What follows belongs to an exercise in optimizing a design on an open flow for small area, a short achievable clock period and few clock cycles; a production flow would make more cautious choices. In this exercise RTL edits were held to simulation tests only and were not proved equivalent to the original. Power is estimated from default activity; no workload was simulated.

$ cat design/flow/config.mk
export PLATFORM = sky130hd
export DESIGN_NAME = gun
export DESIGN_NICKNAME = gun
export VERILOG_FILES = /design/flow/design.v
export SDC_FILE = /design/flow/constraint.sdc
export NUM_CORES = 4
export LEC_CHECK = 0
export CAP_MARGIN = 20
export CORE_MARGIN = 2
export CORE_UTILIZATION = 40
export SETUP_SLACK_MARGIN = 0.5
export SLEW_MARGIN = 20
export SYNTH_HIERARCHICAL = 1
export SYNTH_MINIMUM_KEEP_SIZE = 0
$ cat design/flow/constraint.sdc
create_clock -name core_clock -period 4.0 [get_ports {clk_i}]
set_input_delay 0.8000 -clock core_clock [delete_from_list [all_inputs] [get_ports {clk_i}]]
set_output_delay 0.8000 -clock core_clock [all_outputs]
set_load 0.01 [all_outputs]
$ cat design/flow/flow/run.sh
#!/bin/bash
set -euo pipefail
cd "$(dirname "${BASH_SOURCE[0]}")/.."
bash standard.sh finish ADDER_MAP_FILE= "BUFFER_PORTS_ARGS=-buffer_cell sky130_fd_sc_hd__buf_2" > standard_flow.log 2>&1
$ cat design/flow/design.v
module gun_st1(input [7:0] a, input [6:0] b, output [8:0] v);
    reg [5:0] sq;    
    reg [4:0] tr;    
    always @(*) begin
        case (a[5:1])
            5'd0: sq = 6'd0;
            5'd1: sq = 6'd1;
            5'd2: sq = 6'd4;
            5'd3: sq = 6'd9;
            5'd4: sq = 6'd16;
            5'd5: sq = 6'd25;
            5'd6: sq = 6'd36;
            5'd7: sq = 6'd49;
            5'd8: sq = 6'd0;
            5'd9: sq = 6'd17;
            5'd10: sq = 6'd36;
            5'd11: sq = 6'd57;
            5'd12: sq = 6'd16;
            5'd13: sq = 6'd41;
            5'd14: sq = 6'd4;
            5'd15: sq = 6'd33;
            5'd16: sq = 6'd0;
            5'd17: sq = 6'd33;
            5'd18: sq = 6'd4;
            5'd19: sq = 6'd41;
            5'd20: sq = 6'd16;
            5'd21: sq = 6'd57;
            5'd22: sq = 6'd36;
            5'd23: sq = 6'd17;
            5'd24: sq = 6'd0;
            5'd25: sq = 6'd49;
            5'd26: sq = 6'd36;
            5'd27: sq = 6'd25;
            5'd28: sq = 6'd16;
            5'd29: sq = 6'd9;
            5'd30: sq = 6'd4;
            5'd31: sq = 6'd1;
        endcase
        case (a[6:1])
            6'd0: tr = 5'd0;
            6'd1: tr = 5'd1;
            6'd2: tr = 5'd3;
            6'd3: tr = 5'd6;
            6'd4: tr = 5'd10;
            6'd5: tr = 5'd15;
            6'd6: tr = 5'd21;
            6'd7: tr = 5'd28;
            6'd8: tr = 5'd4;
            6'd9: tr = 5'd13;
            6'd10: tr = 5'd23;
            6'd11: tr = 5'd2;
            6'd12: tr = 5'd14;
            6'd13: tr = 5'd27;
            6'd14: tr = 5'd9;
            6'd15: tr = 5'd24;
            6'd16: tr = 5'd8;
            6'd17: tr = 5'd25;
            6'd18: tr = 5'd11;
            6'd19: tr = 5'd30;
            6'd20: tr = 5'd18;
            6'd21: tr = 5'd7;
            6'd22: tr = 5'd29;
            6'd23: tr = 5'd20;
            6'd24: tr = 5'd12;
            6'd25: tr = 5'd5;
            6'd26: tr = 5'd31;
            6'd27: tr = 5'd26;
            6'd28: tr = 5'd22;
            6'd29: tr = 5'd19;
            6'd30: tr = 5'd17;
            6'd31: tr = 5'd16;
            6'd32: tr = 5'd16;
            6'd33: tr = 5'd17;
            6'd34: tr = 5'd19;
            6'd35: tr = 5'd22;
            6'd36: tr = 5'd26;
            6'd37: tr = 5'd31;
            6'd38: tr = 5'd5;
            6'd39: tr = 5'd12;
            6'd40: tr = 5'd20;
            6'd41: tr = 5'd29;
            6'd42: tr = 5'd7;
            6'd43: tr = 5'd18;
            6'd44: tr = 5'd30;
            6'd45: tr = 5'd11;
            6'd46: tr = 5'd25;
            6'd47: tr = 5'd8;
            6'd48: tr = 5'd24;
            6'd49: tr = 5'd9;
            6'd50: tr = 5'd27;
            6'd51: tr = 5'd14;
            6'd52: tr = 5'd2;
            6'd53: tr = 5'd23;
            6'd54: tr = 5'd13;
            6'd55: tr = 5'd4;
            6'd56: tr = 5'd28;
            6'd57: tr = 5'd21;
            6'd58: tr = 5'd15;
            6'd59: tr = 5'd10;
            6'd60: tr = 5'd6;
            6'd61: tr = 5'd3;
            6'd62: tr = 5'd1;
            6'd63: tr = 5'd0;
        endcase
    end
    wire [7:0] s = a[0] ? {tr ^ {a[7], 4'b0000}, 3'b001} : {sq, 2'b00};
    assign v = {2'b00, b} + {1'b0, s};
endmodule
module gun_out(input [14:0] r0, input [5:0] c, output [14:0] y);
    assign y = r0 + {1'b0, c[5], c[4], c[3], c[2], 1'b0, c[1], 1'b0, 1'b0, 1'b0, 1'b0, 1'b0, 1'b0, c[0], 1'b0};
endmodule
module gun(
    input rst_i,
    input clk_i,
    input [15:0] sw_i,
    output busy,
    output [14:0] leds
);
wire [7:0] a = sw_i[15:8];
wire [6:0] b = sw_i[6:0];
reg c1, c2;          
reg [14:0] r0;
reg [14:0] r1;       
wire [8:0] v;
wire [14:0] sum, car;
reg [8:0] vq;         
reg [6:0] aq;         
wire [6:0] ap = {aq[6], aq[5], aq[4], aq[3], aq[2], aq[1], aq[0]};
gun_st1 st1(.a(a), .b(b), .v(v));
gun_out out(.r0(r0), .c({r1[13], r1[12], r1[11], r1[10], r1[8], r1[1]}), .y(leds));
wire [8:0] v2 = vq;
wire xp1 = ap[0] & v2[0];
wire xp2 = ap[0] & v2[1];
wire xp3 = ap[0] & v2[2];
wire xp4 = ap[0] & v2[3];
wire xp5 = ap[0] & v2[4];
wire xp6 = ap[0] & v2[5];
wire xp7 = ap[0] & v2[6];
wire xp8 = ap[0] & v2[7];
wire xp9 = ap[0] & v2[8];
wire xp10 = ap[1] & v2[0];
wire xp11 = ap[1] & v2[1];
wire xp12 = ap[1] & v2[2];
wire xp13 = ap[1] & v2[3];
wire xp14 = ap[1] & v2[4];
wire xp15 = ap[1] & v2[5];
wire xp16 = ap[1] & v2[6];
wire xp17 = ap[1] & v2[7];
wire xp18 = ap[1] & v2[8];
wire xp19 = ap[2] & v2[0];
wire xp20 = ap[2] & v2[1];
wire xp21 = ap[2] & v2[2];
wire xp22 = ap[2] & v2[3];
wire xp23 = ap[2] & v2[4];
wire xp24 = ap[2] & v2[5];
wire xp25 = ap[2] & v2[6];
wire xp26 = ap[2] & v2[7];
wire xp27 = ap[2] & v2[8];
wire xp28 = ap[3] & v2[0];
wire xp29 = ap[3] & v2[1];
wire xp30 = ap[3] & v2[2];
wire xp31 = ap[3] & v2[3];
wire xp32 = ap[3] & v2[4];
wire xp33 = ap[3] & v2[5];
wire xp34 = ap[3] & v2[6];
wire xp35 = ap[3] & v2[7];
wire xp36 = ap[3] & v2[8];
wire xp37 = ap[4] & v2[0];
wire xp38 = ap[4] & v2[1];
wire xp39 = ap[4] & v2[2];
wire xp40 = ap[4] & v2[3];
wire xp41 = ap[4] & v2[4];
wire xp42 = ap[4] & v2[5];
wire xp43 = ap[4] & v2[6];
wire xp44 = ap[4] & v2[7];
wire xp45 = ap[4] & v2[8];
wire xp46 = ap[5] & v2[0];
wire xp47 = ap[5] & v2[1];
wire xp48 = ap[5] & v2[2];
wire xp49 = ap[5] & v2[3];
wire xp50 = ap[5] & v2[4];
wire xp51 = ap[5] & v2[5];
wire xp52 = ap[5] & v2[6];
wire xp53 = ap[5] & v2[7];
wire xp54 = ap[5] & v2[8];
wire xp55 = ap[6] & v2[0];
wire xp56 = ap[6] & v2[1];
wire xp57 = ap[6] & v2[2];
wire xp58 = ap[6] & v2[3];
wire xp59 = ap[6] & v2[4];
wire xp60 = ap[6] & v2[5];
wire xp61 = ap[6] & v2[6];
wire xp62 = ap[6] & v2[7];
wire xp63 = ap[6] & v2[8];
wire xq64 = a[7] & b[0];
wire xq65 = a[7] & b[1];
wire xq66 = a[7] & b[2];
wire xq67 = a[7] & b[3];
wire xq68 = a[7] & b[4];
wire xq69 = a[7] & b[5];
wire xq70 = a[7] & b[6];
wire xs71 = xp11 ^ xp19 ^ xp3;
wire xc72 = (xp11 & xp19) | (xp11 & xp3) | (xp19 & xp3);
wire xs73 = xp12 ^ xp20 ^ xp28;
wire xc74 = (xp12 & xp20) | (xp12 & xp28) | (xp20 & xp28);
wire xs75 = xp4 ^ xc72 ^ xs73;
wire xc76 = (xp4 & xc72) | (xp4 & xs73) | (xc72 & xs73);
wire xs77 = xp13 ^ xp21 ^ xp29;
wire xc78 = (xp13 & xp21) | (xp13 & xp29) | (xp21 & xp29);
wire xs79 = xp37 ^ xp5 ^ xc74;
wire xc80 = (xp37 & xp5) | (xp37 & xc74) | (xp5 & xc74);
wire xs81 = xs77 ^ xc76 ^ xs79;
wire xc82 = (xs77 & xc76) | (xs77 & xs79) | (xc76 & xs79);
wire xs83 = xp14 ^ xp22 ^ xp30;
wire xc84 = (xp14 & xp22) | (xp14 & xp30) | (xp22 & xp30);
wire xs85 = xp38 ^ xp46 ^ xp6;
wire xc86 = (xp38 & xp46) | (xp38 & xp6) | (xp46 & xp6);
wire xs87 = xc78 ^ xs83 ^ xs85;
wire xc88 = (xc78 & xs83) | (xc78 & xs85) | (xs83 & xs85);
wire xs89 = xc80 ^ xs87 ^ xc82;
wire xc90 = (xc80 & xs87) | (xc80 & xc82) | (xs87 & xc82);
wire xs91 = xp15 ^ xp23 ^ xp31;
wire xc92 = (xp15 & xp23) | (xp15 & xp31) | (xp23 & xp31);
wire xs93 = xp39 ^ xp47 ^ xp55;
wire xc94 = (xp39 & xp47) | (xp39 & xp55) | (xp47 & xp55);
wire xs95 = xp7 ^ xc84 ^ xc86;
wire xc96 = (xp7 & xc84) | (xp7 & xc86) | (xc84 & xc86);
wire xs97 = xs91 ^ xs93 ^ xc88;
wire xc98 = (xs91 & xs93) | (xs91 & xc88) | (xs93 & xc88);
wire xs99 = xs95 ^ xs97 ^ xc90;
wire xc100 = (xs95 & xs97) | (xs95 & xc90) | (xs97 & xc90);
wire xs101 = xp16 ^ xp24 ^ xp32;
wire xc102 = (xp16 & xp24) | (xp16 & xp32) | (xp24 & xp32);
wire xs103 = xp40 ^ xp48 ^ xp56;
wire xc104 = (xp40 & xp48) | (xp40 & xp56) | (xp48 & xp56);
wire xs105 = xp8 ^ xc92 ^ xc94;
wire xc106 = (xp8 & xc92) | (xp8 & xc94) | (xc92 & xc94);
wire xs107 = xs101 ^ xs103 ^ xc96;
wire xc108 = (xs101 & xs103) | (xs101 & xc96) | (xs103 & xc96);
wire xs109 = xq64 ^ xs105 ^ xs107;
wire xc110 = (xq64 & xs105) | (xq64 & xs107) | (xs105 & xs107);
wire xs111 = xc98 ^ xs109 ^ xc100;
wire xc112 = (xc98 & xs109) | (xc98 & xc100) | (xs109 & xc100);
wire xs113 = xp17 ^ xp25 ^ xp33;
wire xc114 = (xp17 & xp25) | (xp17 & xp33) | (xp25 & xp33);
wire xs115 = xp41 ^ xp49 ^ xp57;
wire xc116 = (xp41 & xp49) | (xp41 & xp57) | (xp49 & xp57);
wire xs117 = xp9 ^ xc102 ^ xc104;
wire xc118 = (xp9 & xc102) | (xp9 & xc104) | (xc102 & xc104);
wire xs119 = xs113 ^ xs115 ^ xc106;
wire xc120 = (xs113 & xs115) | (xs113 & xc106) | (xs115 & xc106);
wire xs121 = xq65 ^ xs117 ^ xc108;
wire xc122 = (xq65 & xs117) | (xq65 & xc108) | (xs117 & xc108);
wire xs123 = xs119 ^ xc110 ^ xs121;
wire xc124 = (xs119 & xc110) | (xs119 & xs121) | (xc110 & xs121);
wire xs125 = xp18 ^ xp26 ^ xp34;
wire xc126 = (xp18 & xp26) | (xp18 & xp34) | (xp26 & xp34);
wire xs127 = xp42 ^ xp50 ^ xp58;
wire xc128 = (xp42 & xp50) | (xp42 & xp58) | (xp50 & xp58);
wire xs129 = xc114 ^ xc116 ^ xs125;
wire xc130 = (xc114 & xc116) | (xc114 & xs125) | (xc116 & xs125);
wire xs131 = xs127 ^ xc118 ^ xq66;
wire xc132 = (xs127 & xc118) | (xs127 & xq66) | (xc118 & xq66);
wire xs133 = xs129 ^ xc120 ^ xs131;
wire xc134 = (xs129 & xc120) | (xs129 & xs131) | (xc120 & xs131);
wire xs135 = xc122 ^ xs133 ^ xc124;
wire xc136 = (xc122 & xs133) | (xc122 & xc124) | (xs133 & xc124);
wire xs137 = xp27 ^ xp35 ^ xp43;
wire xc138 = (xp27 & xp35) | (xp27 & xp43) | (xp35 & xp43);
wire xs139 = xp51 ^ xp59 ^ xc126;
wire xc140 = (xp51 & xp59) | (xp51 & xc126) | (xp59 & xc126);
wire xs141 = xc128 ^ xs137 ^ xq67;
wire xc142 = (xc128 & xs137) | (xc128 & xq67) | (xs137 & xq67);
wire xs143 = xc130 ^ xs139 ^ xc132;
wire xc144 = (xc130 & xs139) | (xc130 & xc132) | (xs139 & xc132);
wire xs145 = xs141 ^ xc134 ^ xs143;
wire xc146 = (xs141 & xc134) | (xs141 & xs143) | (xc134 & xs143);
wire xs147 = xp36 ^ xp44 ^ xp52;
wire xc148 = (xp36 & xp44) | (xp36 & xp52) | (xp44 & xp52);
wire xs149 = xp60 ^ xc138 ^ xs147;
wire xc150 = (xp60 & xc138) | (xp60 & xs147) | (xc138 & xs147);
wire xs151 = xc140 ^ xq68 ^ xs149;
wire xc152 = (xc140 & xq68) | (xc140 & xs149) | (xq68 & xs149);
wire xs153 = xc142 ^ xs151 ^ xc144;
wire xc154 = (xc142 & xs151) | (xc142 & xc144) | (xs151 & xc144);
wire xs155 = xp45 ^ xp53 ^ xp61;
wire xc156 = (xp45 & xp53) | (xp45 & xp61) | (xp53 & xp61);
wire xs157 = xc148 ^ xs155 ^ xq69;
wire xc158 = (xc148 & xs155) | (xc148 & xq69) | (xs155 & xq69);
wire xs159 = xc150 ^ xs157 ^ xc152;
wire xc160 = (xc150 & xs157) | (xc150 & xc152) | (xs157 & xc152);
wire xs161 = xp54 ^ xp62 ^ xc156;
wire xc162 = (xp54 & xp62) | (xp54 & xc156) | (xp62 & xc156);
wire xs163 = xq70 ^ xs161 ^ xc158;
wire xc164 = (xq70 & xs161) | (xq70 & xc158) | (xs161 & xc158);
wire xt165 = xp63 ^ xc162 ^ xc164;
assign sum = {xt165, xs163, xs159, xc146, xs145, xs135, xs123, xs111, xs99, xs89, xs81, xs75, xs71, xp10, xp1};
assign car = {1'b0, xc160, xc154, xs153, xc136, 1'b0, xc112, 1'b0, 1'b0, 1'b0, 1'b0, 1'b0, 1'b0, xp2, 1'b0};
always @(posedge clk_i) begin
    vq <= v;
    aq <= a[6:0];
end
assign busy = rst_i | c1 | c2;
always @(posedge clk_i) begin
    c1 <= rst_i;
    c2 <= c1 & ~rst_i;
end
always @(posedge clk_i) begin
    if (c2)
        r0 <= sum;
end
always @(posedge clk_i) begin
    if (c2) r1[1] <= car[1];
    if (c2) r1[8] <= car[8];
    if (c2) r1[10] <= car[10];
    if (c2) r1[11] <= car[11];
    if (c2) r1[12] <= car[12];
    if (c2) r1[13] <= car[13];
end
endmodule
$ cat design/flow/standard.sh
#!/bin/bash
# synth_recipe.tcl (not shown) runs the flow's synth.tcl, then flattens the netlist and writes it again
# the make line also repeats each setting of config.mk as NAME=value (left out here)
make -C /OpenROAD-flow-scripts/flow DESIGN_CONFIG=/design/flow/config.mk WORK_HOME=/design/flow/orfs CLKGATE_MAP_FILE= SYNTH_SCRIPT=/design/flow/synth_recipe.tcl "${@:-finish}"
==> impl_metrics.tcl, run 1 <==
set metrics [dict create \
    run_status "no timing/DRC/antenna violations" \
    totalWireLength_um 8220 \
    power_mw 2.46 \
    die-width_um 103 \
    gp_routability_congestion 0.837 \
    htreeDepth 2 \
    buffer_ports.inserted 32 \
    detail_routed_via_count_per_cell 5.11 \
    drt_first_iter_violations 141 \
    drt_first_pass_iters 4 \
    synth_enable_flop_cells 21 \
    critical_path.top_delay_family "flip-flops" \
    final-hold-violation-count 0 \
    cts_setup_buffers 0 \
    max_cap_violations 0 \
    routed_wire_length_per_instance_um 13.3 \
    finalSetupViolCount 0 \
    cts_hold_repair.buffers 0 \
    worst_path_cell_trace "nand2_1, maj3_2, maj3_2, xor3_2, nor3_1, a22oi_1, o2111ai_1, nand2_1, xnor2_1" \
    fp.coreArea_um2 9640 \
    design_area_um2 4180 \
    global_route_wire_length_before_repair_um 14100 \
    start_util 0.405 \
    vias_in_the_first_global_route 3068 \
    row_count 36 \
    ys.flop_type "edfxtp_1" \
    grt_antenna_before_repair 0 \
    worst_slew_pin_slew_ns 0.917 \
    finalHoldWorstSlack_ns 0.467 \
    critPathMaxStageDelay_ns 0.68 \
    synth_async_sr_flop_share 0 \
    headroom_to_the_max_slew_limit 0.388 \
    syn2layout_area_growth_pct 7.05 \
    yosys_warnings 8 \
    cts_num_sinks 39 \
    final_antenna_diode_count 0 \
    grt_start_max_net_pins 23 \
    fillCellCount 976 \
    synth-seq-cells 39 \
    design.portCount 34 \
    synth.yosys.seq_area_share 0.254 \
    grtUsageMet2 0.300 \
    power.static_leakage_nw 1.53 \
    worst-endpoint-arrival_ns 3.21 \
    most-common-layout-cells "nand2_1, xnor2_1, xor2_1, buf_2, maj3_1" \
    met1_use_gr 0.216 \
    clockRootBuffer "clkbuf_8" \
    place_area_um2 4090 \
    tritoncts "done" \
    syn-cell-area_um2 3910 \
    critPathCaptureType "register" \
    worstPathMaxFanout 15 \
    share_of_layout_cells_above_drive_strength_1 0.132 \
    critical_path_buf_inv_count 0 \
    period_minus_slack_ns 3.15 \
    grt_most_used_layer "met2" \
    syn-mean-instance-area_um2 8.31 \
    crit_required_ns 4.06 \
    ctsLongestPathBuffers 2 \
    globalRoute.totalOverflow 0 \
    power_per_cell_area_nw_per_um2 589 \
    worst_setup_path_start_kind "register" \
    grt_setup_unrepaired "false" \
    timing.setup.critical_path_class "register to register" \
    post_cts_resized 0 \
    die_height_um 103 \
    timing.critical_path.slowest_stage_cell "dfxtp_1" \
    dpl.hpwl_um 6330 \
    slew_viol_final 0 \
    count_of_mapped_cells_out_of_synthesis 470 \
    globalRouteTotalUtil 0.169 \
    die-area_um2 10600 \
    fin_nets 503 \
    insertion_delay_ns 0.30 \
    total_area_of_multi_input_combinational_cells_um2 2740 \
    maxClockFrequency_ghz 0.317 \
    detail-route-antenna-nets 0 \
    clk_pin_slew_ns 0.09 \
    fin_worst_skew_ns 0.00911 \
    path_class_of_the_lowest_slack_min_delay_path "register to register" \
    syn-num-nets 488 \
    seq_area_um2 991 \
    fin_setup_tns_ns 0 \
    post-route-period-util 0.789 \
    numCtsBuffers 5 \
    synth_cell_type_count 59 \
    drc 0 \
    irDropWorstVdd_uv 226 \
    route.vias.total 3163 \
    met3_usage 0.0231 \
    mostFrequentLayoutCell "nand2_1" \
]
[layer usage]
metal  vias to the layer above  wire length, um
met5                         -                0
met4                         0              105
met3                         8              365
met2                        74             3930
met1                      1461             3820
li1                       1620                -
[modules after synthesis, one instance, submodules excluded]
module,flip-flops and latches,copies in the design
gun_st1,0,1
gun_out,0,1
gun,39,1
[power breakdown]
part / internal (mW) / leakage, nW / switching, mW
sequential: 0.578 / 0.353 / 0.130
clock: 0.126 / 0.0494 / 0.157
combinational: 0.712 / 1.13 / 0.761
[metrics by stage]
stage / worst slack (ns) / std cells / util
after floorplan: 1.38 / 470 / -
after global placement: 0.965 / 611 / 0.424
after detailed placement: 0.870 / 611 / 0.424
after CTS: 0.871 / 619 / 0.434
after global routing: 0.551 / 619 / 0.434
final: 0.846 / 619 / 0.434
[cell type report]
class	count	share of cell area
flip-flops and latches	39	0.237
well taps	133	0.0398
multi-input cells	397	0.654
clock inverters	3	0.00509
inverters	10	0.00898
repair buffers	32	0.0383
clock buffers	5	0.0165
[worst register-to-register path: stages, from the launching register on]
cell	delay, ns
dfxtp_1	0.68
nand2_1	0.17
maj3_2	0.36
maj3_2	0.32
xor3_2	0.46
nor3_1	0.37
a22oi_1	0.19
o2111ai_1	0.13
nand2_1	0.10
xnor2_1	0.13
[sequential cells by signal (all words and copies together) (netlist names)]
signal,count
aq,7
vq,9
r1,6
r0,15
c2,1
c1,1
[cell usage after synthesis, types with 2 or more instances]
library cell	instances	area (um2)
a211oi_1	2	15.0
a21boi_0	5	37.5
a21o_1	2	15.0
a21oi_1	12	60.1
a22oi_1	3	22.5
a31oi_1	3	18.8
and2_1	7	43.8
and3_1	5	31.3
buf_2	11	55.1
buf_4	4	30.0
buf_6	3	33.8
clkbuf_1	6	22.5
dfxtp_1	18	360
edfxtp_1	21	631
inv_1	10	37.5
maj3_1	26	260
maj3_2	6	67.6
mux2_2	3	33.8
mux2i_1	2	20.0
nand2_1	100	375
nand2_2	2	12.5
nand2b_1	3	18.8
nand3_1	8	40.0
nor2_1	23	86.3
nor2b_1	3	18.8
nor3_1	4	20.0
o2111ai_1	4	35.0
o211ai_1	3	22.5
o21a_1	2	15.0
o21ai_0	13	65.1
o21ai_1	2	10.0
o22ai_1	4	25.0
o31ai_1	2	15.0
or2_2	6	37.5
or3_1	2	12.5
xnor2_1	84	736
xnor3_1	2	45.0
xor2_1	33	289
[worst paths after layout]
check / slack [ns] / cells after the start / end / from
setup / recovery: 0.85 / 9 / r0[9]$_DFFE_PP_ / aq[5]$_DFF_P_
hold / removal: 0.47 / 1 / c2$_DFF_P_ / c1$_DFF_P_
setup reg to reg: 0.85 / 9 / r0[9]$_DFFE_PP_ / aq[5]$_DFF_P_
hold reg to reg: 0.47 / 1 / c2$_DFF_P_ / c1$_DFF_P_
[kinds of logic after synthesis]
logic type,after synthesis,synth area share
compound gates,69,0.123
xor+xnor,120,0.280
fa+ha+maj,32,0.0839
buf+inv,34,0.0458
flops,39,0.254
mux,5,0.0138
simple gates,171,0.200
Testbench counts, summed over its fixed seeds: cycles 6,400.
==> run 2: changes to the inputs <==
--- a/design/flow/config.mk
+++ b/design/flow/config.mk
@@ -9,5 +9,5 @@
 export CORE_MARGIN = 2
 export CORE_UTILIZATION = 40
-export SETUP_SLACK_MARGIN = 0.5
+export SETUP_SLACK_MARGIN = 1.2
 export SLEW_MARGIN = 20
 export SYNTH_HIERARCHICAL = 1
==> run 2 against run 1 <==
Effect of this change:
- critical path depth is the same
- final cell count grew 0.48%
- wire length grew 0.69%
- sequential share of layout area grew 0.48 points
- synthesized cell count is the same
- clock power is essentially flat
- area after synthesis is the same
- total power grew 2.5%
- worst hold slack lost 0.00052 ns
- maximum frequency grew 18%
- critical path type unchanged
==> impl_metrics.tcl, run 2 <==
set metrics [dict create \
    syn-mean-instance-area_um2 8.31 \
    maxClockFrequency_ghz 0.373 \
    total_area_of_multi_input_combinational_cells_um2 2770 \
    route.vias.total 3170 \
    timing.setup.critical_path_class "register to register" \
    synth.area.top_cells "xnor2_1, edfxtp_1, nand2_1" \
    power.clock.fraction 0.113 \
    irDropWorstVdd_uv 227 \
    fin_worst_skew_ns 0.00964 \
    insertion_delay_ns 0.30 \
    max_cap_violations 0 \
    globalRouteTotalUtil 0.169 \
    switching_power_mw 1.07 \
    dp_slack_ns 0.870 \
    grt_setup_unrepaired "true" \
    combinational_power_share 0.606 \
    fillCellCount 973 \
    post-route-period-util 0.671 \
    cts_num_sinks 39 \
    final_antenna_diode_count 0 \
    globalRoute.totalOverflow 0 \
    synth_async_sr_flop_share 0 \
    tritoncts "done" \
    syn-cell-area_um2 3910 \
    synth.top_cell.area_share 0.188 \
    totalWireLength_um 8280 \
    detail_routed_via_count_per_cell 5.10 \
    syn-num-nets 488 \
    global_route_wire_length_before_repair_um 14100 \
    drt_first_pass_iters 4 \
    ys_top_cells_by_count "nand2_1, xnor2_1, xor2_1" \
    most-common-layout-cells "nand2_1, xnor2_1, xor2_1, buf_2, maj3_1" \
    power_per_cell_area_nw_per_um2 590 \
    dpl.hpwl_um 6330 \
    final-hold-violation-count 0 \
    largest_registers "r0 (15), vq (9), aq (7)" \
    design_area_um2 4280 \
    routed_wire_length_per_instance_um 13.3 \
    start_util 0.405 \
    design.portCount 34 \
    share_of_layout_cells_above_drive_strength_1 0.182 \
    clk_pin_slew_ns 0.09 \
    seq_area_um2 1030 \
    grt_start_max_net_pins 23 \
    detail-route-antenna-nets 0 \
    max_reg_flops 15 \
    period_minus_slack_ns 2.68 \
    synth_most_common_cell "nand2_1" \
    worst_setup_path_start_kind "register" \
    fin_ws_ns 1.32 \
    swShare 0.423 \
    worstPathMaxFanout 13 \
    gp_routability_congestion 0.837 \
    syn2layout_area_growth_pct 9.58 \
    ctsLongestPathBuffers 2 \
    fp.coreArea_um2 9640 \
    sequential_cell_fraction_of_total_power 0.282 \
    top_register "r0" \
    headroom_to_the_max_slew_limit 0.388 \
    fin_cells 622 \
    crit_required_ns 4.06 \
    die-area_um2 10600 \
    setup.reg_to_reg.worst_slack_ns 1.32 \
    mostFrequentLayoutCell "nand2_1" \
    synth_enable_flop_cells 21 \
    ys.flop_type "edfxtp_1" \
    fin_nets 506 \
    synth.yosys.seq_area_share 0.254 \
    synth.largest_area_cell "xnor2_1" \
    numCtsBuffers 5 \
    path_class_of_the_lowest_slack_min_delay_path "register to register" \
    p_int_mw 1.45 \
    placed_cells_incl_taps 611 \
    synth_cell_type_count 59 \
    run_status "no timing/DRC/antenna violations" \
    synth-seq-cells 39 \
    worst_slew_pin_slew_ns 0.916 \
    clockRootBuffer "clkbuf_8" \
    htreeDepth 2 \
    die_height_um 103 \
    critPathCaptureType "register" \
    count_of_mapped_cells_out_of_synthesis 470 \
    buffer_ports.inserted 32 \
    finalSetupViolCount 0 \
    place_area_um2 4090 \
    worst-endpoint-arrival_ns 2.74 \
    die-width_um 103 \
    vias_in_the_first_global_route 3073 \
    drc 0 \
    drt_first_iter_violations 113 \
    yosys_warnings 8 \
    power.static_leakage_nw 1.57 \
    row_count 36 \
    grt_antenna_before_repair 0 \
    fin_setup_tns_ns 0 \
    slew_viol_final 0 \
]
[run 2: cell type report]
| cell class | instances | area share |
|---|---|---|
| flip-flops and latches | 39 | 0.242 |
| inverters | 10 | 0.00877 |
| clock inverters | 3 | 0.00497 |
| well taps | 133 | 0.0389 |
| repair buffers | 35 | 0.0427 |
| clock buffers | 5 | 0.0161 |
| multi-input cells | 397 | 0.647 |
[run 2: per-layer routing]
metal,part of all wire,wire [um],global-route usage
met1,0.47,3860,0.216
met3,0.031,255,0.0231
met5,0,0,0
met4,0.011,89,0.0476
met2,0.49,4070,0.301
[run 2: through the flow]
| step | power, mW | utilization | hold WS [ns] |
|---|---|---|---|
| floorplan | 1.91 | - | 0.431 |
| global placement | 2.15 | 0.424 | 0.451 |
| detailed placement | 2.20 | 0.424 | 0.453 |
| CTS | 2.51 | 0.439 | 0.468 |
| global route | 2.75 | 0.444 | 0.488 |
| finish | 2.52 | 0.444 | 0.466 |
[run 2: power by group through the flow]
stage                     registers [mW]  logic, mW  clock network [mW]
after CTS                          0.710       1.51               0.289
after global routing               0.730       1.72               0.306
after detailed placement           0.717       1.48                   0
after global placement             0.714       1.44                   0
final                              0.710       1.53               0.284
after floorplan                    0.648       1.26                   0
[run 2: kinds of logic after synthesis]
family / Yosys count / share of synthesized area
AND/OR/NAND/NOR: 171 / 0.200
XOR/XNOR: 120 / 0.280
AO/OA/AOI/OAI: 69 / 0.123
flip-flops: 39 / 0.254
buffers and inverters: 34 / 0.0458
adder cells (fa/ha/maj): 32 / 0.0839
multiplexers: 5 / 0.0138
[run 2: worst max-delay path, cell delays in order (launching register included)]
cell and delay [ns]:
dfxtp_2 0.48, nand2_1 0.13, maj3_1 0.40, xnor2_1 0.26, xnor2_2 0.19, or4_1 0.55
o21ai_1 0.08, nand4bb_1 0.14, nand2_1 0.08, xnor2_1 0.13
[run 2: repair_timing]
item                                    CTS  global route
pin swaps                                 1             3
cloned                                    0             0
hold buffers                              0             0
gates resized for setup                  18            16
endpoints found under the setup margin    6             6
setup buffers                             2             1
hold endpoints to repair                  0             0
[run 2: final timing paths]
kind / cells after the start / from / to
worst max-delay path: 9 / vq[6]$_DFF_P_ / r0[9]$_DFFE_PP_
worst min-delay path: 1 / c1$_DFF_P_ / c2$_DFF_P_
worst max register to register: 9 / vq[6]$_DFF_P_ / r0[9]$_DFFE_PP_
worst min register to register: 1 / c1$_DFF_P_ / c2$_DFF_P_
[run 2: per-module statistics from Yosys, one instance, submodules excluded]
module   flops+latches  cells inside
gun                 39           333
gun_out              0            53
gun_st1              0            84
==> run 3: changes to the inputs <==
--- a/design/flow/config.mk
+++ b/design/flow/config.mk
@@ -6,4 +6,5 @@
 export NUM_CORES = 4
 export LEC_CHECK = 0
+export ABC_AREA = 1
 export CAP_MARGIN = 20
 export CORE_MARGIN = 2
==> run 3 against run 2 <==
Effect of this change:
- final area grew 11%
- non-clock buffer count shrank 3
- maximum frequency grew 6.6%
- wire length grew 19%
- combinational power shrank 25%
- clock skew grew 0.0020 ns
- worst hold slack lost 0.032 ns
- clock-buffer cell count is the same
- critical path type is now register to output port
- largest power group unchanged
- highest routed layer unchanged
==> impl_metrics.tcl, run 3 <==
set metrics [dict create \
    fin_worst_skew_ns 0.0116 \
    dpl.hpwl_um 8100 \
    synth.top_cell.area_share 0.297 \
    grt_start_max_net_pins 23 \
    drc 0 \
    depth_of_the_worst_register_to_register_path 13 \
    synth-seq-cells 39 \
    worst_setup_path_start_kind "register" \
    seq_area_um2 991 \
    final_antenna_diode_count 0 \
    syn-mean-instance-area_um2 5.75 \
    largest_registers "r0 (15), vq (9), aq (7)" \
    fin_cells 941 \
    vias_in_the_first_global_route 3939 \
    syn-cell-area_um2 4480 \
    totalWireLength_um 9870 \
    critPathCaptureType "output port" \
    globalRouteTotalUtil 0.174 \
    maxClockFrequency_ghz 0.397 \
    drt_first_pass_iters 4 \
    count_of_mapped_cells_out_of_synthesis 779 \
    tritoncts "done" \
    placed_cells_incl_taps 933 \
    detail_routed_via_count_per_cell 4.70 \
    row_count 38 \
    top_register "r0" \
    detail-route-antenna-nets 0 \
    ctsLongestPathBuffers 2 \
    design.portCount 34 \
    total_area_of_multi_input_combinational_cells_um2 2950 \
    insertion_delay_ns 0.30 \
    fin_setup_tns_ns 0 \
    start_util 0.412 \
    syn-num-nets 797 \
    synth_cell_type_count 34 \
    grt_setup_unrepaired "false" \
    synth.area.top_cells "nand2_1, edfxtp_1, dfxtp_1" \
    clk_pin_slew_ns 0.09 \
    drt_first_iter_violations 242 \
    synth.largest_area_cell "nand2_1" \
    mostFrequentLayoutCell "nand2_1" \
    timing.hold.worst_path_depth 2 \
    cts_hold_repair.buffers 0 \
    synth_most_common_cell "nand2_1" \
    global_route_wire_length_before_repair_um 16600 \
    clockRootBuffer "clkbuf_8" \
    yosys_warnings 8 \
    synth_enable_flop_cells 21 \
    max_cap_violations 0 \
    cts_num_sinks 39 \
    post_cts_resized 0 \
    ys_top_cells_by_count "nand2_1, inv_1, nand3_1" \
    die_height_um 110 \
    run_status "no timing/DRC/antenna violations" \
    route.vias.total 4421 \
    irDropWorstVdd_uv 170 \
    ys.flop_type "edfxtp_1" \
    globalRoute.totalOverflow 0 \
    timing.setup.critical_path_class "register to output port" \
    headroom_to_the_max_slew_limit 0.360 \
    max_reg_flops 15 \
    worst_slew_pin_slew_ns 0.959 \
    finalSetupViolCount 0 \
    period_minus_slack_ns 2.52 \
    worst-endpoint-arrival_ns 1.72 \
    post-route-period-util 0.629 \
    cts_setup_buffers 0 \
    power_per_cell_area_nw_per_um2 427 \
    synth.yosys.seq_area_share 0.221 \
    syn2layout_area_growth_pct 6.42 \
    synth_async_sr_flop_share 0 \
    htreeDepth 2 \
    numCtsBuffers 5 \
    grt_antenna_before_repair 0 \
    path_class_of_the_lowest_slack_min_delay_path "register to register" \
    power.static_leakage_nw 2.87 \
    fp.coreArea_um2 10900 \
    die-area_um2 12100 \
    worstPathMaxFanout 4 \
    routed_wire_length_per_instance_um 10.5 \
    gp_routability_congestion 0.887 \
    fin_nets 818 \
    share_of_layout_cells_above_drive_strength_1 0.162 \
    buffer_ports.inserted 32 \
    die-width_um 110 \
    crit_required_ns 3.20 \
    most-common-layout-cells "nand2_1, inv_1, nand3_1, nand2_2, nor2_1" \
    final-hold-violation-count 0 \
    slew_viol_final 0 \
    fillCellCount 1153 \
]
-- run 3: report_power, final --
group | internal [mW] | switching, mW | leakage (nW)
Clock | 0.123 | 0.163 | 0.0488
Combinational | 0.421 | 0.716 | 2.47
Sequential | 0.523 | 0.0915 | 0.350
Total | 1.07 | 0.970 | 2.87
-- run 3: cell families after synthesis --
kind of cell / Yosys count / share of synthesized area
XOR/XNOR: 38 / 0.0809
buffers and inverters: 127 / 0.121
AND/OR/NAND/NOR: 542 / 0.534
flip-flops: 39 / 0.221
AO/OA/AOI/OAI: 33 / 0.0430
-- run 3: per-stage QoR --
stage / area (um2) / utilization / hold slack, ns / setup WS, ns / total power [mW]
finish: 4770 / 0.438 / 0.434 / 1.48 / 2.04
global route: 4770 / 0.438 / 0.448 / 1.30 / 2.27
CTS: 4770 / 0.438 / 0.431 / 1.48 / 2.05
detailed placement: 4680 / 0.430 / 0.415 / 1.72 / 1.77
global placement: 4680 / 0.430 / 0.407 / 1.75 / 1.73
floorplan: 4480 / - / 0.399 / 2.02 / 1.54
-- run 3: cell type report --
class,instances,share of cell area
repair buffers,32,0.0336
multi-input cells,613,0.618
well taps,140,0.0367
inverters,109,0.0858
clock buffers,5,0.0144
clock inverters,3,0.00367
flip-flops and latches,39,0.208
-- run 3: routing by layer --
| layer | GRT usage | vias to the layer above | part of all wire |
|---|---|---|---|
| met3 | 0.0196 | 6 | 0.026 |
| li1 | - | 2418 | - |
| met1 | 0.212 | 1933 | 0.48 |
| met4 | 0.0533 | 0 | 0.0091 |
| met5 | 0 | - | 0 |
| met2 | 0.317 | 64 | 0.48 |
-- run 3: path summary, 6_finish.rpt --
path / to / slack, ns / start
worst max-delay path: leds[13] / 1.48 / r0[12]$_DFFE_PP_
worst min-delay path: c2$_DFF_P_ / 0.43 / c1$_DFF_P_
worst max register to register: r0[10]$_DFFE_PP_ / 1.75 / aq[2]$_DFF_P_
worst min register to register: c2$_DFF_P_ / 0.43 / c1$_DFF_P_
-- run 3: per-module statistics from Yosys (local to each module, per instance) --
module | area, um2 | cells inside
gun | 3420 | 568
gun_st1 | 596 | 118
gun_out | 465 | 93
-- run 3: worst max-delay path, cell delays in order (launching register included) --
cell and delay [ns]:
edfxtp_1 0.42, nand2_1 0.12, inv_1 0.04, nor2_1 0.22, nand2_1 0.12, o21bai_1 0.16
inv_1 0.07, nand2_1 0.05, nand2_1 0.04, nand2_1 0.05, buf_2 0.12
==> run 4: changes to the inputs <==
--- a/design/flow/config.mk
+++ b/design/flow/config.mk
@@ -6,8 +6,8 @@
 export NUM_CORES = 4
 export LEC_CHECK = 0
-export ABC_AREA = 1
 export CAP_MARGIN = 20
 export CORE_MARGIN = 2
 export CORE_UTILIZATION = 40
+export PLACE_DENSITY = 0.75
 export SETUP_SLACK_MARGIN = 1.2
 export SLEW_MARGIN = 20
==> run 4 against run 3 <==
Effect of this change:
- combinational power is 35% higher
- die area is 12% lower
- sequential power up 16%
- global-route usage shrank 1.7 points
- worst hold slack improved by 0.031 ns
- first-iteration DRC count down 19%
- synthesized cell count is 40% lower
- final cell count decreased by 33%
- largest cell class unchanged
- highest routed layer unchanged
==> impl_metrics.tcl, run 4 <==
set metrics [dict create \
    count_of_mapped_cells_out_of_synthesis 470 \
    row_count 36 \
    top_register "r0" \
    globalRouteTotalUtil 0.157 \
    grt_antenna_before_repair 0 \
    crit_required_ns 4.04 \
    power_per_cell_area_nw_per_um2 582 \
    worst-endpoint-arrival_ns 2.71 \
    grt_start_max_net_pins 23 \
    tritoncts "done" \
    power.static_leakage_nw 1.59 \
    synth_cell_type_count 59 \
    slew_viol_final 0 \
    p_int_mw 1.47 \
    yosys_warnings 8 \
    drt_first_iter_violations 197 \
    synth.area.top_cells "xnor2_1, edfxtp_1, nand2_1" \
    sequential_cell_fraction_of_total_power 0.283 \
    finalSetupViolCount 0 \
    combinational_power_share 0.613 \
    share_of_layout_cells_above_drive_strength_1 0.190 \
    fin_worst_skew_ns 0.00963 \
    die_height_um 103 \
    routed_wire_length_per_instance_um 12.7 \
    buffer_ports.inserted 32 \
    power.clock.fraction 0.104 \
    largest_registers "r0 (15), vq (9), aq (7)" \
    die-area_um2 10600 \
    post-route-period-util 0.667 \
    most-common-layout-cells "nand2_1, xnor2_1, xor2_1, buf_2, maj3_1" \
    globalRoute.totalOverflow 0 \
    ys_top_cells_by_count "nand2_1, xnor2_1, xor2_1" \
    numCtsBuffers 5 \
    headroom_to_the_max_slew_limit 0.412 \
    die-width_um 103 \
    worstPathMaxFanout 7 \
    cts_num_sinks 39 \
    maxClockFrequency_ghz 0.375 \
    synth_most_common_cell "nand2_1" \
    worst_slew_pin_slew_ns 0.881 \
    syn-cell-area_um2 3910 \
    period_minus_slack_ns 2.67 \
    dpl.hpwl_um 6070 \
    synth.yosys.seq_area_share 0.254 \
    vias_in_the_first_global_route 3051 \
    design_area_um2 4330 \
    grt_setup_unrepaired "true" \
    fin_setup_tns_ns 0 \
    worst_setup_path_start_kind "register" \
    global_route_wire_length_before_repair_um 13400 \
    synth.top_cell.area_share 0.188 \
    synth-seq-cells 39 \
    mostFrequentLayoutCell "nand2_1" \
    insertion_delay_ns 0.29 \
    irDropWorstVdd_uv 237 \
    final_antenna_diode_count 0 \
    fp.coreArea_um2 9640 \
    start_util 0.405 \
    syn-num-nets 488 \
    clockRootBuffer "clkbuf_8" \
    max_reg_flops 15 \
    clk_pin_slew_ns 0.08 \
    fin_nets 511 \
    syn2layout_area_growth_pct 10.7 \
    swShare 0.415 \
    synth.largest_area_cell "xnor2_1" \
    final-hold-violation-count 0 \
    ctsLongestPathBuffers 2 \
    htreeDepth 2 \
    route.vias.total 3242 \
    drc 0 \
    path_class_of_the_lowest_slack_min_delay_path "register to register" \
    design.portCount 34 \
    place_area_um2 4090 \
    syn-mean-instance-area_um2 8.31 \
    switching_power_mw 1.04 \
    gp_routability_congestion 0.916 \
    drt_first_pass_iters 4 \
    totalWireLength_um 7970 \
    max_cap_violations 0 \
    detail-route-antenna-nets 0 \
    timing.setup.critical_path_class "register to register" \
    critPathCaptureType "register" \
    synth_enable_flop_cells 21 \
    final_core_utilization 0.449 \
    ys.flop_type "edfxtp_1" \
    detail_routed_via_count_per_cell 5.17 \
    run_status "no timing/DRC/antenna violations" \
    synth_async_sr_flop_share 0 \
]
run 4: through the flow:
stage	hold WS, ns	instances	setup slack [ns]	power, mW
after floorplan	0.431	470	1.38	1.91
after global placement	0.450	611	1.02	2.11
after detailed placement	0.452	611	0.870	2.17
after CTS	0.467	620	1.20	2.46
after global routing	0.493	627	1.12	2.73
final	0.465	627	1.33	2.52
run 4: metal layers:
| layer | vias to the layer above | track usage | routed length [um] |
|---|---|---|---|
| li1 | 1639 | - | - |
| met3 | 11 | 0.0190 | 363 |
| met1 | 1506 | 0.191 | 3620 |
| met5 | - | 0 | 0 |
| met4 | 0 | 0.0567 | 139 |
| met2 | 86 | 0.285 | 3850 |
run 4: worst paths after layout:
check	start	endpoint	slack, ns	cells past startpoint
setup / recovery	vq[2]$_DFF_P_	r0[9]$_DFFE_PP_	1.33	10
hold / removal	c1$_DFF_P_	c2$_DFF_P_	0.46	1
setup reg to reg	vq[2]$_DFF_P_	r0[9]$_DFFE_PP_	1.33	10
hold reg to reg	c1$_DFF_P_	c2$_DFF_P_	0.46	1
run 4: per-module statistics from Yosys, one instance, submodules excluded:
module	copies in the design	flops+latches
gun	1	39
gun_out	1	0
gun_st1	1	0
run 4: timing repair:
action,in CTS,in global routing
hold buffers,0,0
resized for setup,19,15
pin swaps,1,4
hold endpoints to repair,0,0
setup endpoints to repair,5,7
buffers inserted,1,7
run 4: cells by family after synthesis:
kind of cell               Yosys count  share of synthesized area
and+or+nand+nor                    171                      0.200
xor gates and xnor gates           120                      0.280
AOI/OAI and AO/OA                   69                      0.123
DFF                                 39                      0.254
buffers and inverters               34                     0.0458
adders and majority gates           32                     0.0839
muxes                                5                     0.0138
run 4: power groups by stage:
stage	combinational [mW]	sequential [mW]	clock (mW)
2_1_floorplan	1.26	0.648	0
3_5_place_dp	1.45	0.713	0
4_1_cts	1.48	0.707	0.267
3_3_place_gp	1.41	0.705	0
5_1_grt	1.72	0.724	0.286
6_report	1.54	0.711	0.262
run 4: area by class of cell:
type	instances	area, um2
multi-input cells	397	2780
well taps	133	166
inverters	10	37.5
clock buffers	6	72.6
flip-flops and latches	39	1030
clock inverters	2	12.5
fillers	946	5310
repair buffers	40	220
run 4: worst max-delay path, cell delays in order, from the launching register on:
cell	delay (ns)
dfxtp_2	0.41
nand2_1	0.10
maj3_1	0.42
a221oi_2	0.33
nand2_1	0.14
xnor2_2	0.17
maj3_2	0.38
buf_4	0.17
o2111ai_1	0.07
nand2_1	0.09
xnor2_1	0.12
==> run 5: changes to the inputs <==
--- a/design/flow/config.mk
+++ b/design/flow/config.mk
@@ -9,5 +9,5 @@
 export CORE_MARGIN = 2
 export CORE_UTILIZATION = 40
-export PLACE_DENSITY = 0.75
+export PLACE_DENSITY = 0.45
 export SETUP_SLACK_MARGIN = 1.2
 export SLEW_MARGIN = 20
==> run 5 against run 4 <==
Effect of this change:
- sequential power shrank 0.6%
- register-to-register slack lost 0.05 ns
- wire length grew 8.9%
- total power grew 2.8%
==> impl_metrics.tcl, run 5 <==
set metrics [dict create \
    drt_first_iter_violations 133 \
    htreeDepth 2 \
    crit-reg2reg-launch "vq[3]$_DFF_P_" \
    crit_required_ns 4.06 \
    syn-cell-area_um2 3910 \
    cts_hold_repair.buffers 0 \
    worst_setup_path_start_kind "register" \
    die_height_um 103 \
    timing.hold.worst_path_depth 1 \
    synth_most_common_cell "nand2_1" \
    dpl.hpwl_um 6670 \
    start_util 0.405 \
    synth.top_cell.area_share 0.188 \
    most-common-layout-cells "nand2_1, xnor2_1, xor2_1, buf_2" \
    critPathMaxStageDelay_ns 0.53 \
    synth.yosys.seq_area_share 0.254 \
    drt_first_pass_iters 5 \
    worst_slew_pin_slew_ns 0.941 \
    top_register "r0" \
    die-area_um2 10600 \
    fillCellCount 1009 \
    headroom_to_the_max_slew_limit 0.372 \
    route.vias.total 3181 \
    synth_async_sr_flop_share 0 \
    fin_worst_skew_ns 0.00618 \
    critical_path_buf_inv_count 0 \
    synth_enable_flop_cells 21 \
    max_reg_flops 15 \
    global_route_wire_length_before_repair_um 14200 \
    worstReg2RegEnd "r0[9]$_DFFE_PP_" \
    critical_path.startpoint "vq[3]$_DFF_P_" \
    setup.reg_to_reg.worst_slack_ns 1.29 \
    die-width_um 103 \
    grt_start_max_net_pins 23 \
    syn-mean-instance-area_um2 8.31 \
    largest_registers "r0 (15), vq (9), aq (7)" \
    finalSetupViolCount 0 \
    final_antenna_diode_count 0 \
    timing.hold.worst.start "c1$_DFF_P_" \
    count_of_mapped_cells_out_of_synthesis 470 \
    timing.critical_path.slowest_stage_cell "or4_1" \
    syn2layout_area_growth_pct 11.9 \
    globalRoute.totalOverflow 0 \
    post-route-period-util 0.678 \
    timing.setup.critical_path_class "register to register" \
    power_per_cell_area_nw_per_um2 592 \
    critical_path.top_delay_family "simple AND/OR/NAND/NOR gates" \
    tritoncts "done" \
    power.static_leakage_nw 1.62 \
    detail-route-antenna-nets 0 \
    gp_routability_congestion 0.772 \
    finalHoldWorstSlack_ns 0.461 \
    maxClockFrequency_ghz 0.369 \
    worst-endpoint-arrival_ns 2.77 \
    worst_path_cell_trace "nand2_1, maj3_2, a221oi_4, a22oi_2, or4_1, o21ai_1, nand4bb_1, nand2_1, xnor2_1" \
    vias_in_the_first_global_route 2936 \
    totalWireLength_um 8680 \
    final-hold-violation-count 0 \
    drc 0 \
    row_count 36 \
    ys.flop_type "edfxtp_1" \
    buffer_ports.inserted 32 \
    ys_top_cells_by_count "nand2_1, xnor2_1, xor2_1" \
    max_cap_violations 0 \
    worstPathMaxFanout 7 \
    syn-num-nets 488 \
    run_status "no timing/DRC/antenna violations" \
    seq_area_um2 1020 \
    share_of_layout_cells_above_drive_strength_1 0.201 \
    critPathCaptureType "register" \
    ctsLongestPathBuffers 2 \
    numCtsBuffers 5 \
    grt_antenna_before_repair 0 \
    irDropWorstVdd_uv 222 \
    yosys_warnings 8 \
    synth.area.top_cells "xnor2_1, edfxtp_1, nand2_1" \
    whs_endpoint "c2$_DFF_P_" \
    synth-seq-cells 39 \
    detail_routed_via_count_per_cell 5.05 \
    path_class_of_the_lowest_slack_min_delay_path "register to register" \
    routed_wire_length_per_instance_um 13.8 \
    cts_num_sinks 39 \
    synth_cell_type_count 59 \
    grt_setup_unrepaired "false" \
    design.portCount 34 \
    clockRootBuffer "clkbuf_8" \
    clk_pin_slew_ns 0.08 \
    fin_ws_ns 1.29 \
    total_area_of_multi_input_combinational_cells_um2 2820 \
    synth.largest_area_cell "xnor2_1" \
    fin_setup_tns_ns 0 \
    depth_of_the_worst_register_to_register_path 9 \
    period_minus_slack_ns 2.71 \
    globalRouteTotalUtil 0.175 \
    dp_slack_ns 0.824 \
    fin_nets 514 \
    fp.coreArea_um2 9640 \
    mostFrequentLayoutCell "nand2_1" \
    slew_viol_final 0 \
    timing.critical_path.mode_cell "nand2_1" \
    insertion_delay_ns 0.31 \
]
## run 5: cell count changes in the layout (fill, tap and decap cells not counted), moves of 2 or more
cell	before	now
dfxtp_2	5	8
dfxtp_4	10	6
maj3_1	25	23
maj3_2	7	9
buf_4	8	10
## run 5: worst max-delay path by stage
stage / slack (ns) / cells after the start / endpoint
5_1_grt: 1.17 / 10 / r1[10]$_DFFE_PP_
3_3_place_gp: 0.90 / 9 / r0[9]$_DFFE_PP_
2_1_floorplan: 1.38 / 10 / r0[9]$_DFFE_PP_
4_1_cts: 1.20 / 10 / r1[10]$_DFFE_PP_
3_5_place_dp: 0.82 / 9 / r1[10]$_DFFE_PP_
6_report: 1.29 / 9 / r0[9]$_DFFE_PP_
## run 5: kinds of logic after synthesis
logic type,synth area share
buffers and inverters,0.0458
muxes,0.0138
AOI/OAI and AO/OA,0.123
and+or+nand+nor,0.200
DFF,0.254
xor gates and xnor gates,0.280
adders and majority gates,0.0839
## run 5: per-stage QoR
stage | total power, mW | instances | util | area [um2]
finish | 2.59 | 630 | 0.454 | 4370
detailed placement | 2.21 | 613 | 0.426 | 4110
global placement | 2.18 | 613 | 0.426 | 4110
global route | 2.81 | 630 | 0.454 | 4370
CTS | 2.52 | 621 | 0.442 | 4260
floorplan | 1.91 | 470 | - | 3910
## run 5: what timing repair did
action | in CTS | in global routing
endpoints found under the setup margin | 7 | 5
setup buffers | 0 | 9
pin swaps | 2 | 6
resized for setup | 26 | 11
## run 5: cell type report
| class | instances | area share |
|---|---|---|
| Clock buffer | 6 | 0.0166 |
| Clock inverter | 2 | 0.00258 |
| Inverter | 10 | 0.00858 |
| Multi-Input combinational cell | 397 | 0.644 |
| Sequential cell | 39 | 0.234 |
| Tap cell | 133 | 0.0381 |
| Timing Repair Buffer | 43 | 0.0564 |
## run 5: power breakdown
group | internal, mW | switching (mW) | leakage [nW]
combinational | 0.805 | 0.806 | 1.22
clock | 0.122 | 0.148 | 0.0455
sequential | 0.582 | 0.126 | 0.355
## run 5: per-layer routing
| layer | vias up | global-route usage | part of all wire | routed length [um] |
|---|---|---|---|---|
| met2 | 49 | 0.290 | 0.47 | 4050 |
| li1 | 1641 | - | - | - |
| met5 | - | 0 | 0 | 0 |
| met1 | 1476 | 0.223 | 0.47 | 4100 |
| met3 | 15 | 0.0339 | 0.030 | 259 |
| met4 | 0 | 0.0729 | 0.030 | 264 |
## run 5: Yosys stat by module, one instance, submodules excluded
module	cells inside	flip-flops and latches	cell area, um2
gun	333	39	2950
gun_st1	84	0	576
gun_out	53	0	380
==> run 6: changes to the inputs <==
--- a/design/flow/config.mk
+++ b/design/flow/config.mk
@@ -9,5 +9,6 @@
 export CORE_MARGIN = 2
 export CORE_UTILIZATION = 40
-export PLACE_DENSITY = 0.45
+export CTS_CLUSTER_DIAMETER = 100
+export CTS_CLUSTER_SIZE = 30
 export SETUP_SLACK_MARGIN = 1.2
 export SLEW_MARGIN = 20
==> run 6 against run 5 <==
Effect of this change:
- highest routed layer unchanged
- area after synthesis unchanged
- first-iteration DRC count down 15%
- wire length down 4.6%
- sequential power about the same
- sequential share of layout area up 0.77 points
- combinational power down 5%
- total power down 2.5%
- final area down 2.1%
- via count down 0.35%
- utilization down 0.96 points
- still clean on timing, DRC and antenna
==> impl_metrics.tcl, run 6 <==
set metrics [dict create \
    gp_routability_congestion 0.837 \
    ys.flop_type "edfxtp_1" \
    period_minus_slack_ns 2.68 \
    synth.largest_area_cell "xnor2_1" \
    totalWireLength_um 8280 \
    detail_routed_via_count_per_cell 5.10 \
    tritoncts "done" \
    grt_setup_unrepaired "true" \
    cts_num_sinks 39 \
    final_antenna_diode_count 0 \
    path_class_of_the_lowest_slack_min_delay_path "register to register" \
    fin_nets 506 \
    synth.yosys.seq_area_share 0.254 \
    synth_most_common_cell "nand2_1" \
    worst_path_cell_trace "nand2_1, maj3_1, xnor2_1, xnor2_2, or4_1, o21ai_1, nand4bb_1, nand2_1, xnor2_1" \
    design.portCount 34 \
    grt_start_max_net_pins 23 \
    drc 0 \
    syn-mean-instance-area_um2 8.31 \
    crit_cells 9 \
    max_cap_violations 0 \
    capture_point_of_the_worst_path "r0[9]$_DFFE_PP_" \
    timing.hold.worst.start "c1$_DFF_P_" \
    power_per_cell_area_nw_per_um2 590 \
    clockRootBuffer "clkbuf_8" \
    run_status "no timing/DRC/antenna violations" \
    htreeDepth 2 \
    die_height_um 103 \
    die-area_um2 10600 \
    critPathCaptureType "register" \
    irDropWorstVdd_uv 227 \
    most-common-layout-cells "nand2_1, xnor2_1, xor2_1, buf_2, maj3_1" \
    synth-seq-cells 39 \
    worstPathMaxFanout 13 \
    drt_first_iter_violations 113 \
    worst_setup_path_start_kind "register" \
    share_of_layout_cells_above_drive_strength_1 0.182 \
    syn-num-nets 488 \
    final-hold-violation-count 0 \
    fp.coreArea_um2 9640 \
    slew_viol_final 0 \
    power.static_leakage_nw 1.57 \
    drt_first_pass_iters 4 \
    dpl.hpwl_um 6330 \
    critical_path_buf_inv_count 0 \
    detail-route-antenna-nets 0 \
    depth_of_the_worst_register_to_register_path 9 \
    buffer_ports.inserted 32 \
    worstReg2RegEnd "r0[9]$_DFFE_PP_" \
    insertion_delay_ns 0.30 \
    critPathMaxStageDelay_ns 0.55 \
    synth_enable_flop_cells 21 \
    global_route_wire_length_before_repair_um 14100 \
    syn-cell-area_um2 3910 \
    worst-endpoint-arrival_ns 2.74 \
    synth_cell_type_count 59 \
    routed.top_layer "met4" \
    routed-wl-met2_um 4070 \
    synth.area.top_cells "xnor2_1, edfxtp_1, nand2_1" \
    count_of_mapped_cells_out_of_synthesis 470 \
    ctsLongestPathBuffers 2 \
    largest_registers "r0 (15), vq (9), aq (7)" \
    finalSetupViolCount 0 \
    route.vias.total 3170 \
    design_area_um2 4280 \
    crit-reg2reg-launch "vq[6]$_DFF_P_" \
    top_register "r0" \
    ys_top_cells_by_count "nand2_1, xnor2_1, xor2_1" \
    critical_path.startpoint "vq[6]$_DFF_P_" \
    grt_antenna_before_repair 0 \
    mostFrequentLayoutCell "nand2_1" \
    setup.reg_to_reg.worst_slack_ns 1.32 \
    met3_wirelength_um 255 \
    syn2layout_area_growth_pct 9.58 \
    clk_pin_slew_ns 0.09 \
    critical_path.top_delay_family "simple AND/OR/NAND/NOR gates" \
    timing.setup.critical_path_class "register to register" \
    max_reg_flops 15 \
    numCtsBuffers 5 \
    post-route-period-util 0.671 \
    globalRoute.totalOverflow 0 \
    globalRouteTotalUtil 0.169 \
    fillCellCount 973 \
    seq_area_um2 1030 \
    crit_required_ns 4.06 \
    total_area_of_multi_input_combinational_cells_um2 2770 \
    fin_worst_skew_ns 0.00964 \
    die-width_um 103 \
    detail_route.wirelength.met1_um 3860 \
    yosys_warnings 8 \
    maxClockFrequency_ghz 0.373 \
    synth_async_sr_flop_share 0 \
    synth.top_cell.area_share 0.188 \
    headroom_to_the_max_slew_limit 0.388 \
    fin_setup_tns_ns 0 \
    place_area_um2 4090 \
    start_util 0.405 \
    timing.critical_path.slowest_stage_cell "or4_1" \
    row_count 36 \
    worst_slew_pin_slew_ns 0.916 \
    vias_in_the_first_global_route 3073 \
    routed_wire_length_per_instance_um 13.3 \
]
==> run 6: changes by cell type in the layout (fill, tap and decap cells not counted), sizes merged <==
| cell | previous run | this run |
|---|---|---|
| buf | 43 | 35 |
| clkbuf | 6 | 5 |
| clkinv | 1 | 0 |
| inv | 11 | 13 |
==> run 6: per-module statistics from Yosys (local to each module, per instance) <==
module,copies in the design,flops+latches
gun_st1,1,0
gun,1,39
gun_out,1,0
==> run 6: worst min path at each step <==
stage | cells after the start | end | slack, ns
floorplan | 1 | c2$_DFF_P_ | 0.43
global placement | 1 | c2$_DFF_P_ | 0.45
detailed placement | 1 | c2$_DFF_P_ | 0.45
CTS | 1 | c2$_DFF_P_ | 0.47
global route | 1 | c2$_DFF_P_ | 0.49
finish | 1 | c2$_DFF_P_ | 0.47
==> run 6: worst register-to-register path: stages (launching register included) <==
cell       delay, ns
dfxtp_2         0.48
nand2_1         0.13
maj3_1          0.40
xnor2_1         0.26
xnor2_2         0.19
or4_1           0.55
o21ai_1         0.08
nand4bb_1       0.14
nand2_1         0.08
xnor2_1         0.13
==> run 6: timing repair <==
action                     4_1_cts  5_1_grt
setup endpoints to repair        6        6
pin swaps                        1        3
buffers inserted                 2        1
hold buffers                     0        0
resized for setup               18       16
==> run 6: cells by family (layout without fill, tap and decap cells) <==
kind of cell | count (synthesis) | count (layout) | synth area share
AND/OR/NAND/NOR | 171 | 171 | 0.200
XOR/XNOR | 120 | 120 | 0.280
AO/OA/AOI/OAI | 69 | 69 | 0.123
flip-flops | 39 | 39 | 0.254
buffers and inverters | 34 | 53 | 0.0458
adder cells (fa/ha/maj) | 32 | 32 | 0.0839
multiplexers | 5 | 5 | 0.0138
==> run 6: through the flow <==
step	setup slack, ns	cells	util	hold WS [ns]	power (mW)
2_1_floorplan	1.38	470	-	0.431	1.91
3_3_place_gp	0.965	611	0.424	0.451	2.15
3_5_place_dp	0.870	611	0.424	0.453	2.20
4_1_cts	1.16	621	0.439	0.468	2.51
5_1_grt	1.16	622	0.444	0.488	2.75
6_report	1.32	622	0.444	0.466	2.52
==> run 6: cell type report <==
class                      instances  area share
multi-input combinational        397       0.647
sequential                        39       0.242
timing repair buffer              35      0.0427
tap                              133      0.0389
clock buffer                       5      0.0161
inverter                          10     0.00877
clock inverter                     3     0.00497
==> run 6: power breakdown <==
group	leakage, nW	switching, mW	internal, mW
Combinational	1.16	0.782	0.747
Sequential	0.356	0.128	0.582
Clock	0.0494	0.158	0.126
Total	1.57	1.07	1.45
==> run 6: layer usage <==
metal	global-route usage	vias to the layer above
met5	0	-
met4	0.0476	0
met3	0.0231	7
met2	0.301	55
met1	0.216	1478
li1	-	1630
==> run 7: changes to the inputs <==
--- a/design/flow/config.mk
+++ b/design/flow/config.mk
@@ -9,7 +9,5 @@
 export CORE_MARGIN = 2
 export CORE_UTILIZATION = 40
-export CTS_CLUSTER_DIAMETER = 100
-export CTS_CLUSTER_SIZE = 30
-export SETUP_SLACK_MARGIN = 1.2
+export SETUP_SLACK_MARGIN = 1.3
 export SLEW_MARGIN = 20
 export SYNTH_HIERARCHICAL = 1
==> run 7 against run 6 <==
Effect of this change:
- combinational power is 7% higher
- utilization grew 2.6 points
- sequential share of layout area fell by 1.2 points
- critical path depth unchanged
- critical path type unchanged
==> impl_metrics.tcl, run 7 <==
set metrics [dict create \
    combinational_power_share 0.624 \
    synth.yosys.seq_area_share 0.254 \
    worst_path_cell_trace "nand2_1, maj3_1, xnor2_2, xnor2_2, or4_1, o21ai_1, nand4bb_1, nand2_1, xnor2_1" \
    ys.flop_type "edfxtp_1" \
    numCtsBuffers 5 \
    htreeDepth 2 \
    sequential_cell_fraction_of_total_power 0.269 \
    synth.area.top_cells "xnor2_1, edfxtp_1, nand2_1" \
    design.portCount 34 \
    synth_async_sr_flop_share 0 \
    synth.largest_area_cell "xnor2_1" \
    most-common-layout-cells "nand2_1, xnor2_1, xor2_1, buf_2, maj3_1" \
    power.clock.fraction 0.108 \
    ys_top_cells_by_count "nand2_1, xnor2_1, xor2_1" \
    synth_cell_type_count 59 \
    grt_antenna_before_repair 0 \
    fillCellCount 948 \
    fin_nets 526 \
    headroom_to_the_max_slew_limit 0.389 \
    grt_setup_unrepaired "true" \
    grt_start_max_net_pins 23 \
    top_register "r0" \
    syn-num-nets 488 \
    start_util 0.405 \
    vias_in_the_first_global_route 3073 \
    timing.critical_path.slowest_stage_cell "or4_1" \
    synth-seq-cells 39 \
    syn-mean-instance-area_um2 8.31 \
    dpl.hpwl_um 6330 \
    yosys_warnings 8 \
    die-area_um2 10600 \
    finalSetupViolCount 0 \
    fp.coreArea_um2 9640 \
    globalRouteTotalUtil 0.170 \
    worst-endpoint-arrival_ns 2.66 \
    ctsLongestPathBuffers 2 \
    critPathCaptureType "register" \
    critical_path.top_delay_family "simple AND/OR/NAND/NOR gates" \
    path_class_of_the_lowest_slack_min_delay_path "register to register" \
    route.vias.total 3275 \
    power_per_cell_area_nw_per_um2 578 \
    global_route_wire_length_before_repair_um 14100 \
    routed_wire_length_per_instance_um 13.3 \
    fin_setup_tns_ns 0 \
    syn2layout_area_growth_pct 16.1 \
    setup.reg_to_reg.worst_slack_ns 1.39 \
    slew_viol_final 0 \
    count_of_mapped_cells_out_of_synthesis 470 \
    syn-cell-area_um2 3910 \
    worst_setup_path_start_kind "register" \
    depth_of_the_worst_register_to_register_path 9 \
    worstPathMaxFanout 13 \
    p_int_mw 1.53 \
    synth.top_cell.area_share 0.188 \
    die-width_um 103 \
    max_reg_flops 15 \
    drc 0 \
    max_cap_violations 0 \
    die_height_um 103 \
    cts_num_sinks 39 \
    mostFrequentLayoutCell "nand2_1" \
    critical_path_buf_inv_count 0 \
    crit_required_ns 4.06 \
    dp_slack_ns 0.870 \
    insertion_delay_ns 0.30 \
    drt_first_iter_violations 160 \
    totalWireLength_um 8550 \
    timing.setup.critical_path_class "register to register" \
    fin_ws_ns 1.39 \
    share_of_layout_cells_above_drive_strength_1 0.228 \
    detail-route-antenna-nets 0 \
    drt_first_pass_iters 4 \
    timing.hold.worst_path_depth 1 \
    detail_routed_via_count_per_cell 5.10 \
    fin_worst_skew_ns 0.00779 \
    final-hold-violation-count 0 \
    timing.hold.worst.start "c1$_DFF_P_" \
    globalRoute.totalOverflow 0 \
    synth_most_common_cell "nand2_1" \
    irDropWorstVdd_uv 229 \
    run_status "no timing/DRC/antenna violations" \
    gp_routability_congestion 0.837 \
    row_count 36 \
    switching_power_mw 1.09 \
    clockRootBuffer "clkbuf_8" \
    period_minus_slack_ns 2.61 \
    power.static_leakage_nw 1.70 \
    final_antenna_diode_count 0 \
    buffer_ports.inserted 32 \
    critPathMaxStageDelay_ns 0.55 \
    worst_slew_pin_slew_ns 0.915 \
    whs_endpoint "c2$_DFF_P_" \
    swShare 0.418 \
    post-route-period-util 0.652 \
    crit-reg2reg-launch "vq[6]$_DFF_P_" \
    tritoncts "done" \
    synth_enable_flop_cells 21 \
    clk_pin_slew_ns 0.08 \
    largest_registers "r0 (15), vq (9), aq (7)" \
    worstReg2RegEnd "r0[9]$_DFFE_PP_" \
    maxClockFrequency_ghz 0.384 \
]
[run 7: final cells by class]
type,count,area (um2),share of cell area
sequential,39,1040,0.230
clock inverter,3,21.3,0.00469
timing repair buffer,55,380,0.0839
clock buffer,5,68.8,0.0152
multi-input combinational,397,2820,0.622
tap,133,166,0.0367
inverter,10,37.5,0.00828
[run 7: worst max path at each step]
stage,end,slack [ns],from,cells after the start
2_1_floorplan,r0[9]$_DFFE_PP_,1.38,aq[2]$_DFF_P_,10
3_3_place_gp,r0[9]$_DFFE_PP_,0.96,aq[5]$_DFF_P_,9
3_5_place_dp,r0[9]$_DFFE_PP_,0.87,aq[5]$_DFF_P_,9
4_1_cts,r0[9]$_DFFE_PP_,1.23,aq[6]$_DFF_P_,9
5_1_grt,r0[9]$_DFFE_PP_,1.24,vq[6]$_DFF_P_,9
6_report,r0[9]$_DFFE_PP_,1.39,vq[6]$_DFF_P_,9
[run 7: power groups by stage]
stage / Combinational [mW] / Clock [mW] / Sequential [mW]
after CTS: 1.52 / 0.289 / 0.710
after global routing: 1.83 / 0.306 / 0.720
after floorplan: 1.26 / 0 / 0.648
after global placement: 1.44 / 0 / 0.714
final: 1.63 / 0.282 / 0.705
after detailed placement: 1.48 / 0 / 0.717
[run 7: routing by layer]
layer | wire (um) | share of wire | track usage | vias up
li1 | - | - | - | 1670
met2 | 4180 | 0.49 | 0.303 | 61
met5 | 0 | 0 | 0 | -
met1 | 3950 | 0.46 | 0.216 | 1534
met4 | 133 | 0.016 | 0.0476 | 0
met3 | 283 | 0.033 | 0.0231 | 10
[run 7: kinds of logic (layout without fill, tap and decap cells)]
| family | Yosys count | count (layout) | share of synthesized area |
|---|---|---|---|
| DFF | 39 | 39 | 0.254 |
| adders and majority gates | 32 | 32 | 0.0839 |
| and+or+nand+nor | 171 | 171 | 0.200 |
| xor gates and xnor gates | 120 | 120 | 0.280 |
| buffers and inverters | 34 | 73 | 0.0458 |
| AOI/OAI and AO/OA | 69 | 69 | 0.123 |
| muxes | 5 | 5 | 0.0138 |
[run 7: through the flow]
stage | hold WS (ns) | utilization | area, um2 | total power, mW | std cells
after floorplan | 0.431 | - | 3910 | 1.91 | 470
after global placement | 0.451 | 0.424 | 4090 | 2.15 | 611
after detailed placement | 0.453 | 0.424 | 4090 | 2.20 | 611
after CTS | 0.468 | 0.441 | 4250 | 2.52 | 621
after global routing | 0.488 | 0.471 | 4540 | 2.86 | 642
final | 0.467 | 0.471 | 4540 | 2.62 | 642
[run 7: timing repair]
| item | CTS | global route |
|---|---|---|
| buffers inserted | 2 | 21 |
| setup endpoints to repair | 9 | 8 |
| pin swaps | 1 | 9 |
| resized for setup | 27 | 20 |
| hold buffers | 0 | 0 |
| hold endpoints to repair | 0 | 0 |
[run 7: Yosys stat by module (local to each module, per instance)]
module,flops+latches,cells
gun_out,0,53
gun,39,333
gun_st1,0,84

afterwards: timing with drivers on the ports:
In the flow no input, the clock included, has a driving cell. The finished layouts below were timed again as built, in two steps.
Step 1 assumes that a clkbuf_16 drives the clock port and a buf_2 every other input.
Step 2, shift: input delay + t, output delay - t, t = (earliest + latest rising clock arrival at the registers) / 2. This alone moves slack from input paths to output paths.
Three values: no drivers, after step 1, after step 2; two values: the first two.
| run | t, ns | slack for setup (ns) |
|---|---|---|
| run 1 | 0.331 | 0.846 / 0.846 / 0.846 |
| run 2 | 0.329 | 1.317 / 1.317 / 1.300 |
| run 3 | 0.331 | 1.484 / 1.451 / 1.718 |
| run 4 | 0.318 | 1.334 / 1.330 / 1.299 |
| run 5 | 0.336 | 1.288 / 1.288 / 1.288 |
| run 6 | 0.329 | 1.317 / 1.317 / 1.300 |
| run 7 | 0.332 | 1.394 / 1.372 / 1.293 |
After both steps setup and hold are still met in every run listed.
